Background: an optimization exercise with open tools, aiming at small area and a short achievable clock period. Do not read the settings as production practice.
RTL that was checked went through simulation tests only; none was proved equivalent to the original.
No activity file was given, so power comes from the tool's default toggle rates.

Design BMD_64_RWDMA_FSM, start of the top module:
module BMD_64_RWDMA_FSM (
    clk,
    rst_n,
    init_rst_i,
    wdma_rst_o,
    mwr_len_i,
    mwr_count_i,
    wdma_start_o,
    wdma_addr_o,
    wdma_done_i,
    wdma_irq_o,
    next_wdma_addr_i,
    next_wdma_up_addr_i,
    next_wdma_valid_i,
    wdma_start_i,
    wdma_stop_i,
    wdma_running_o,
    wdma_frame_len_i,
    timeframe_end_i,
    wdma_buf_ptr_o,
    wdma_status_o,
    cc_timeout_o
);
Size in the first run: about 1,100 cells after synthesis, ~120 flip-flops.
export LEC_CHECK = 0
export CAP_MARGIN = 20
export CORE_MARGIN = 2
export CORE_UTILIZATION = 70
export CTS_BUF_LIST = sky130_fd_sc_hd__clkbuf_4 sky130_fd_sc_hd__clkbuf_8
export PLACE_DENSITY = 0.8
export SETUP_SLACK_MARGIN = 4.3
export SLEW_MARGIN = 20
export SYNTH_HIERARCHICAL = 1
export SYNTH_MINIMUM_KEEP_SIZE = 0
create_clock -name core_clock -period 8.5 [get_ports {clk}]
standard.sh (not shown) runs the stock make flow with config.mk's settings and CLKGATE_MAP_FILE= SYNTH_SCRIPT=/design/flow/synth_recipe.tcl, a recipe that flattens the netlist after the stock synthesis.
==> flow/flow/run.sh <==
#!/bin/bash
# Standard layout, but with sky130_fd_sc_hd__buf_1 as the port buffer cell
# (instead of the default clkdlybuf4s50_1, which is larger and slower).
set -euo pipefail
export BUFFER_PORTS_ARGS="-buffer_cell sky130_fd_sc_hd__buf_1"
bash standard.sh finish > flow_make.log 2>&1
==> next run, changes <==
SETUP_SLACK_MARGIN = 4.4   (was 4.3)
Effect:
- die area stays the same
- register-to-register slack barely changes
- synthesized area does not change
- total power increases by 3.3%
- count of clock-buffer cells in the layout stays the same
- utilization increases by 1.7 points
- clock skew increases by 0.0079 ns
==> next run, changes <==
==> flow/flow/run.sh (replaced) <==
#!/bin/bash
# Standard layout (the standard.sh, unchanged synthesis), with two changes:
# - the port buffers are sky130_fd_sc_hd__buf_1 instead of the default
#   clkdlybuf4s50_1, which is larger and slower;
# - clock tree synthesis does not add dummy loads (it otherwise uses the same
#   arguments as ORFS: sink clustering, clock-net repair, CTS_BUF_LIST).
set -euo pipefail
export BUFFER_PORTS_ARGS="-buffer_cell sky130_fd_sc_hd__buf_1"
export CTS_ARGS="-sink_clustering_enable -repair_clock_nets -dont_use_dummy_load -buf_list {sky130_fd_sc_hd__clkbuf_4 sky130_fd_sc_hd__clkbuf_8}"
bash standard.sh finish > flow_make.log 2>&1
SETUP_SLACK_MARGIN = 4.3   (was 4.4)
Outcome: Clock power went down by 28%. Area after synthesis does not change. Clock skew is about the same. Hold slack is better by 0.0040 ns. Global-route usage went down by 1.5 points. Cell area went down by 3.2%.
==> next run, changes <==
CORE_UTILIZATION = 80   (was 70)
PLACE_DENSITY = 0.88   (was 0.8)
SETUP_SLACK_MARGIN = 4.2   (was 4.3)
Effect: The new run produced a clean layout. Count of clock-buffer cells in the layout does not change. Cell area fell by 2.0%. Global-route usage rose by 8.2 points. Clock power goes up by about 2%. Via count rose by 12%. Die area is lower by 12%. Cell count decreases by 2.7%. Routed wire length climbs by 22%. Worst setup slack got worse by 0.12 ns.

========
alpha:
Another version of the RTL of BMD_64_RWDMA_FSM (not shown whole).
Size: ~1,200 cells after synthesis, roughly 120 flip-flops, ~160 I/O pins, ~0.010 mm^2 of cells after synthesis.
## BMD_64_RWDMA_FSM
module BMD_64_RWDMA_FSM (
    clk,
    rst_n,
    init_rst_i,
    wdma_rst_o,
    mwr_len_i,
    mwr_count_i,
    wdma_start_o,
    wdma_addr_o,
    wdma_done_i,
    wdma_irq_o,
    next_wdma_addr_i,
    next_wdma_up_addr_i,
    next_wdma_valid_i,
    wdma_start_i,
    wdma_stop_i,
    wdma_running_o,
    wdma_frame_len_i,
    timeframe_end_i,
    wdma_buf_ptr_o,
    wdma_status_o,
    cc_timeout_o
);
clock: 8.5 ns
lec_check: 0
cap_margin: 20
core_margin: 2
core_utilization: 40
place_density: 0.6
setup_slack_margin: 4.0
slew_margin: 20
==> flow/flow/run.sh <==
#!/bin/bash
# Standard layout, but with sky130_fd_sc_hd__buf_1 as the port buffer cell
# (instead of the default clkdlybuf4s50_1, which is larger and slower).
set -euo pipefail
export BUFFER_PORTS_ARGS="-buffer_cell sky130_fd_sc_hd__buf_1"
bash standard.sh finish > flow_make.log 2>&1
alpha: flow completed, timing, DRC and antenna clean
The inputs of beta differ from those of alpha as listed below.
Settings: removing SETUP_SLACK_MARGIN (formerly 4.0).
==> flow/run.sh (new file) <==
#!/bin/bash
# synth_recipe.tcl (not shown) runs the flow's synth.tcl, then flattens the netlist and writes it again
# the make line also repeats each setting of config.mk as NAME=value (left out here)
make -C /OpenROAD-flow-scripts/flow DESIGN_CONFIG=/design/flow/config.mk WORK_HOME=/design/flow/orfs CLKGATE_MAP_FILE= SYNTH_SCRIPT=/design/flow/synth_recipe.tcl finish
removed: flow/flow/run.sh
removed: flow/standard.sh
- In beta, clock network power share is higher than in alpha.
- Taking alpha as the reference, in beta wire length of the first global-routing pass has decreased, number of standard cells in the layout, taps in and fillers out has decreased.
- alpha and beta ended up with roughly the same combinational power.
- A commonest non-fill, non-tap cell in the layout of sky130_fd_sc_hd__clkdlybuf4s50_1 is what beta shows, while sky130_fd_sc_hd__nand2_1 belongs to alpha.
- Compared with alpha, in beta max-capacitance violation count stayed essentially flat; power has increased; worst setup slack after placement shows a reduction of 290 ps; data-path buffer share of cell area in the final layout went up.
No run of this note included a check of the RTL's function; only the layout flow was run.

========
BMD_64_RWDMA_FSM, a different RTL version from the one above (not shown whole).
Size: ~1100 cells after synthesis, ~160 I/O pins, about 0.0096 mm² of cells after synthesis.
Settings: LEC_CHECK=0, CAP_MARGIN=20, CORE_MARGIN=2, CORE_UTILIZATION=70, CTS_BUF_LIST=sky130_fd_sc_hd__clkbuf_4 sky130_fd_sc_hd__clkbuf_8, PLACE_DENSITY=0.8, SETUP_SLACK_MARGIN=4.2, SLEW_MARGIN=20, SYNTH_HIERARCHICAL=1, SYNTH_MINIMUM_KEEP_SIZE=0; clock period 8.5 ns.
==> flow/flow/run.sh <==
#!/bin/bash
# Standard layout (the standard.sh, unchanged synthesis), with two changes:
# - the port buffers are sky130_fd_sc_hd__buf_1 instead of the default
#   clkdlybuf4s50_1, which is larger and slower;
# - clock tree synthesis does not add dummy loads (it otherwise uses the same
#   arguments as ORFS: sink clustering, clock-net repair, CTS_BUF_LIST).
set -euo pipefail
export BUFFER_PORTS_ARGS="-buffer_cell sky130_fd_sc_hd__buf_1"
export CTS_ARGS="-sink_clustering_enable -repair_clock_nets -dont_use_dummy_load -buf_list {sky130_fd_sc_hd__clkbuf_4 sky130_fd_sc_hd__clkbuf_8}"
bash standard.sh finish > flow_make.log 2>&1
The baseline completed with no timing, DRC or antenna violations.
Edit:
==> flow/flow/run.sh (replaced) <==
#!/bin/bash
# The standard layout (standard.sh), with the standard synthesis unchanged:
#  1. synthesis: `standard.sh synth`, as is;
#  2. the rest of the flow, with these layout choices:
#     - port buffers are sky130_fd_sc_hd__buf_1 (the default pick, clkdlybuf4s50_1,
#       is larger and slower);
#     - the delay cells (clkdlybuf4s*, dlygate4sd*, dlymetal6s*) are not used by
#       placement/timing repair, which otherwise picks them to drive fanout;
#     - clock tree synthesis adds no dummy loads (same arguments as ORFS otherwise).
set -euo pipefail
bash standard.sh synth > flow_synth.log 2>&1
export BUFFER_PORTS_ARGS="-buffer_cell sky130_fd_sc_hd__buf_1"
export CTS_ARGS="-sink_clustering_enable -repair_clock_nets -dont_use_dummy_load -buf_list {sky130_fd_sc_hd__clkbuf_4 sky130_fd_sc_hd__clkbuf_8}"
export DONT_USE_CELLS="sky130_fd_sc_hd__clkdlybuf4s15_1 sky130_fd_sc_hd__clkdlybuf4s15_2 sky130_fd_sc_hd__clkdlybuf4s18_1 sky130_fd_sc_hd__clkdlybuf4s18_2 sky130_fd_sc_hd__clkdlybuf4s25_1 sky130_fd_sc_hd__clkdlybuf4s25_2 sky130_fd_sc_hd__clkdlybuf4s50_1 sky130_fd_sc_hd__clkdlybuf4s50_2 sky130_fd_sc_hd__dlygate4sd1_1 sky130_fd_sc_hd__dlygate4sd2_1 sky130_fd_sc_hd__dlygate4sd3_1 sky130_fd_sc_hd__dlymetal6s2s_1 sky130_fd_sc_hd__dlymetal6s4s_1 sky130_fd_sc_hd__dlymetal6s6s_1"
bash standard.sh finish > flow_make.log 2>&1
What happened:
- critical path depth is unchanged
- clock skew stays the same
- setup slack does not change
- total power stays the same
- routed wire length stays the same
- count of clock-buffer cells in the layout is unchanged
- sequential cell count is unchanged
Edit:
==> flow/flow/run.sh (replaced) <==
#!/bin/bash
# Standard layout (the standard.sh, unchanged synthesis), with two changes:
# - the port buffers are sky130_fd_sc_hd__buf_1 instead of the default
#   clkdlybuf4s50_1, which is larger and slower;
# - clock tree synthesis does not add dummy loads (it otherwise uses the same
#   arguments as ORFS: sink clustering, clock-net repair, CTS_BUF_LIST).
set -euo pipefail
export BUFFER_PORTS_ARGS="-buffer_cell sky130_fd_sc_hd__buf_1"
export CTS_ARGS="-sink_clustering_enable -repair_clock_nets -dont_use_dummy_load -buf_list {sky130_fd_sc_hd__clkbuf_4 sky130_fd_sc_hd__clkbuf_8}"
bash standard.sh finish > flow_make.log 2>&1
PLACE_DENSITY = 0.7   (was 0.8)
After rerunning:
- The changed run went through all stages and came out clean
- utilization does not change
- power does not change
- non-clock buffer count stays the same
- cell area does not change
- via count stays the same
- global-route usage does not change
- maximum frequency stays the same
- clock-buffer cell count does not change
- sequential power stays flat
Edit:
==> flow/flow/run.sh (replaced) <==
#!/bin/bash
# The standard layout (standard.sh, synthesis unchanged), with two layout choices:
# - the port buffers are sky130_fd_sc_hd__buf_1 (the default pick, clkdlybuf4s50_1,
#   is larger and slower);
# - clock tree synthesis adds no dummy loads and clusters up to 30 sinks per
#   buffer (otherwise the same arguments as ORFS: sink clustering, clock-net repair,
#   the CTS_BUF_LIST buffers).
set -euo pipefail
export BUFFER_PORTS_ARGS="-buffer_cell sky130_fd_sc_hd__buf_1"
export CTS_ARGS="-sink_clustering_enable -repair_clock_nets -dont_use_dummy_load -sink_clustering_size 30 -sink_clustering_max_diameter 200 -buf_list {sky130_fd_sc_hd__clkbuf_4 sky130_fd_sc_hd__clkbuf_8}"
bash standard.sh finish > flow_make.log 2>&1
PLACE_DENSITY = 0.8   (was 0.7)
After rerunning:
- via count is unchanged
- die area stays the same
- cell count does not change
- utilization is unchanged
- clock skew stays the same
- hold slack stays the same
- clock power is about the same
Edit:
==> flow/flow/run.sh (replaced) <==
#!/bin/bash
# Standard layout (the standard.sh, unchanged synthesis), with two changes:
# - the port buffers are sky130_fd_sc_hd__buf_1 instead of the default
#   clkdlybuf4s50_1, which is larger and slower;
# - clock tree synthesis does not add dummy loads (it otherwise uses the same
#   arguments as ORFS: sink clustering, clock-net repair, CTS_BUF_LIST).
set -euo pipefail
export BUFFER_PORTS_ARGS="-buffer_cell sky130_fd_sc_hd__buf_1"
export CTS_ARGS="-sink_clustering_enable -repair_clock_nets -dont_use_dummy_load -buf_list {sky130_fd_sc_hd__clkbuf_4 sky130_fd_sc_hd__clkbuf_8}"
bash standard.sh finish > flow_make.log 2>&1
SETUP_SLACK_MARGIN = 4.3   (was 4.2)
Outcome:
- via count climbs by about 3%
- final area climbs by about 4.3%
- power climbs by about 0.9%
- die area stays the same
- routed wire length climbs by about 5%

==> port drivers added, routing unchanged <==
In the flow no input, the clock included, has a driving cell. The finished layouts below were timed again as built, in two steps. Step 1 assumes that a clkbuf_16 drives the clock port and a buf_2 every other input. Step 2, shift: input delay + t, output delay - t, t = (earliest + latest rising clock arrival at the registers) / 2. This alone moves slack from input paths to output paths. Slacks: no drivers / after step 1 / after step 2; pairs: no drivers / after step 1.
run | t, ns | slack for setup (ns) | clock arrival spread, ns | cell pins on the clock port's net
the first run of note 1 | 0.485 | 4.129 / 4.091 / 3.817 | 0.009 / 0.009 | 1
the second run of note 1 | 0.476 | 4.138 / 4.102 / 3.921 | 0.018 / 0.017 | 1
the third run of note 1 | 0.470 | 4.188 / 4.150 / 3.885 | 0.024 / 0.023 | 1
the fourth run of note 1 | 0.475 | 4.073 / 4.032 / 3.660 | 0.027 / 0.027 | 1
alpha | 0.454 | 3.834 / 3.794 / 3.685 | 0.007 / 0.008 | 1
beta | 0.454 | 3.042 / 2.997 / 2.901 | 0.011 / 0.011 | 1
the first run of note 3 | 0.468 | 4.244 / 4.243 / 3.775 | 0.034 / 0.034 | 1
the second run of note 3 | 0.468 | 4.244 / 4.243 / 3.775 | 0.034 / 0.034 | 1
the third run of note 3 | 0.468 | 4.244 / 4.243 / 3.775 | 0.034 / 0.034 | 1
the fourth run of note 3 | 0.468 | 4.244 / 4.243 / 3.775 | 0.034 / 0.034 | 1
the fifth run of note 3 | 0.464 | 4.319 / 4.281 / 3.837 | 0.031 / 0.031 | 1
After both steps every run listed still meets setup and hold. For the fifth run of note 3, which loses most, drivers alone change the setup slack by -0.038 ns; drivers and shift together by -0.482 ns.
